This design comes from an exercise in tuning for small area on the open sky130 flow, not from production work. No activity file was given, so power comes from the tool's default toggle rates. The flow treats the clock pin as an ideal source, which a real chip does not have.

// cnn_top
module cnn_top #(
    parameter int DATA_WIDTH = 8,
    parameter int OUT_WIDTH  = 32,
    parameter int IMG_WIDTH  = 28
)(
    input  logic                   clk,
    input  logic                   rst_n,
    input  logic [DATA_WIDTH-1:0]  s_axis_tdata,
    input  logic                   s_axis_tvalid,
    output logic                   s_axis_tready,
    output logic [OUT_WIDTH-1:0]   m_axis_tdata,
    output logic                   m_axis_tvalid,
    input  logic                   m_axis_tready,
    output logic                   m_axis_tlast
);
    localparam int DEPTH = 2*IMG_WIDTH;
    logic                              win_ready;
    logic [DEPTH-1:0][DATA_WIDTH-1:0]  nhist;    
    logic [DATA_WIDTH-1:0]             npx;      
    logic [11:0]                       result;
    assign npx = ~s_axis_tdata;
    assign s_axis_tready = 1'b1;
    assign m_axis_tlast  = 1'b0;
    sliding_window #(
        .DATA_WIDTH(DATA_WIDTH),
        .IMG_WIDTH(IMG_WIDTH),
        .DEPTH(DEPTH)
    ) u_sliding_window (
        .clk(clk),
        .rst_n(rst_n),
        .i_valid(s_axis_tvalid),
        .i_data(npx),
        .o_ready(win_ready),
        .o_nhist(nhist)
    );
    conv_mac #(
        .DATA_WIDTH(DATA_WIDTH),
        .IMG_WIDTH(IMG_WIDTH),
        .DEPTH(DEPTH)
    ) u_conv_mac (
        .clk(clk),
        .rst_n(rst_n),
        .i_beat(s_axis_tvalid),
        .i_valid(s_axis_tvalid & win_ready),
        .i_px(npx),
        .i_hist(nhist),
        .o_valid(m_axis_tvalid),
        .o_result(result)
    );
    assign m_axis_tdata = {{(OUT_WIDTH-12){result[11]}}, result};
endmodule
Size: ~16000 um^2 of cells after synthesis.
==> flow/config.mk <==
export PLATFORM = sky130hd
export DESIGN_NAME = cnn_top
export DESIGN_NICKNAME = cnn_top
export VERILOG_FILES = /design/flow/design.v
export SDC_FILE = /design/flow/constraint.sdc
export NUM_CORES = 4
export LEC_CHECK = 0
export CAP_MARGIN = 20
export CORE_MARGIN = 2
export CORE_UTILIZATION = 70
export CTS_BUF_LIST = sky130_fd_sc_hd__clkbuf_16
export CTS_CLUSTER_DIAMETER = 100
export CTS_CLUSTER_SIZE = 36
export SLEW_MARGIN = 20
export SYNTH_HIERARCHICAL = 1
export SYNTH_MINIMUM_KEEP_SIZE = 0
==> flow/constraint.sdc <==
create_clock -name core_clock -period 5.5 [get_ports {clk}]
set_input_delay 1.1000 -clock core_clock [delete_from_list [all_inputs] [get_ports {clk}]]
set_output_delay 1.1000 -clock core_clock [all_outputs]
set_load 0.01 [all_outputs]
standard.sh (not shown) runs the stock make flow with config.mk's settings and CLKGATE_MAP_FILE= SYNTH_SCRIPT=/design/flow/synth_recipe.tcl, a recipe that flattens the netlist after the stock synthesis.
==> flow/flow/run.sh <==
#!/bin/bash
# Standard layout (standard.sh: the ORFS flow, synthesis unchanged), with
# clock tree synthesis told not to add dummy loads and to use a small buffer
# at the root of the clock tree, and the smallest buffer on
# the ports.
set -euo pipefail
export CTS_ARGS="-sink_clustering_enable -repair_clock_nets -buf_list sky130_fd_sc_hd__clkbuf_16 -sink_clustering_size 36 -sink_clustering_max_diameter 100 -dont_use_dummy_load -root_buf sky130_fd_sc_hd__clkbuf_4"
export BUFFER_PORTS_ARGS="-buffer_cell sky130_fd_sc_hd__buf_1"
bash standard.sh > standard.log 2>&1
Then changed:
==> flow/flow/run.sh (replaced) <==
#!/bin/bash
# Standard layout (standard.sh: the ORFS flow, synthesis unchanged), with
# clock tree synthesis told not to add dummy loads and to use a small buffer
# at the root of the clock tree, and the smallest buffer on
# the ports.
set -euo pipefail
export CTS_ARGS="-sink_clustering_enable -repair_clock_nets -buf_list sky130_fd_sc_hd__clkbuf_16 -sink_clustering_size 36 -sink_clustering_max_diameter 70 -dont_use_dummy_load -root_buf sky130_fd_sc_hd__clkbuf_4"
export BUFFER_PORTS_ARGS="-buffer_cell sky130_fd_sc_hd__buf_1"
bash standard.sh > standard.log 2>&1
Settings changed: CTS_CLUSTER_DIAMETER 100 to 70.
What happened: Die area stays the same. Worst setup slack stays flat. Final cell count hardly moves. Synthesized area stays the same. Routed wire length rose by 0.30%. Clock power rose by about 5%. Cell area hardly moves. Sequential share of layout area fell by 0.26 points. Global-route usage is about the same. Worst hold slack degrades by 0.052 ns. First-iteration DRC count fell by 8.4%.
Then changed:
==> flow/flow/run.sh (replaced) <==
#!/bin/bash
# Standard layout (standard.sh: the ORFS flow, synthesis unchanged), with
# clock tree synthesis told not to add dummy loads and to use a small buffer
# at the root of the clock tree, and the smallest buffer on
# the ports.
set -euo pipefail
export CTS_ARGS="-sink_clustering_enable -repair_clock_nets -buf_list sky130_fd_sc_hd__clkbuf_16 -sink_clustering_size 36 -sink_clustering_max_diameter 80 -dont_use_dummy_load -root_buf sky130_fd_sc_hd__clkbuf_4"
export BUFFER_PORTS_ARGS="-buffer_cell sky130_fd_sc_hd__buf_1"
bash standard.sh > standard.log 2>&1
Settings changed: CTS_CLUSTER_DIAMETER 70 to 80.
Result:
- The new run finished clean
- die area does not change
- wire length barely changes
- design area stays flat
- area after synthesis stays the same
- via count stays flat
- utilization is lower by 0.22 points
- global-route usage is about the same
- setup slack improves by 0.014 ns
No functional check of the RTL was part of any run of this note.

re-timing with driven ports:
The flow's constraints put no driver on any port. The routed layouts listed below were extracted and timed again, unchanged, in two steps.
Step 1 sets driving cells, clkbuf_16 on the clock port and buf_2 on the other inputs (assumed; they add their load-dependent delay and slew).
Step 2 moves the port delays by t, midway between the first and last clock arrival at a register: inputs arrive t later, outputs are due t later. That takes back most of the time a late clock gives input paths.
Three values: ideal, step 1, step 2; two values: the first two.
| run | shift t [ns] | setup slack, ns | latest minus earliest clock arrival (ns) |
|---|---|---|---|
| the first run | 0.742 | 0.386 / 0.404 / -0.338 | 0.089 / 0.089 |
| the second run | 0.752 | 0.386 / 0.403 / -0.348 | 0.141 / 0.141 |
| the third run | 0.748 | 0.401 / 0.418 / -0.330 | 0.095 / 0.094 |
With both steps, setup timing fails in every run listed, where it was met with ideal ports. The setup slack of the second run, which loses most, moves by +0.017 ns with the drivers and by -0.734 ns with both steps.
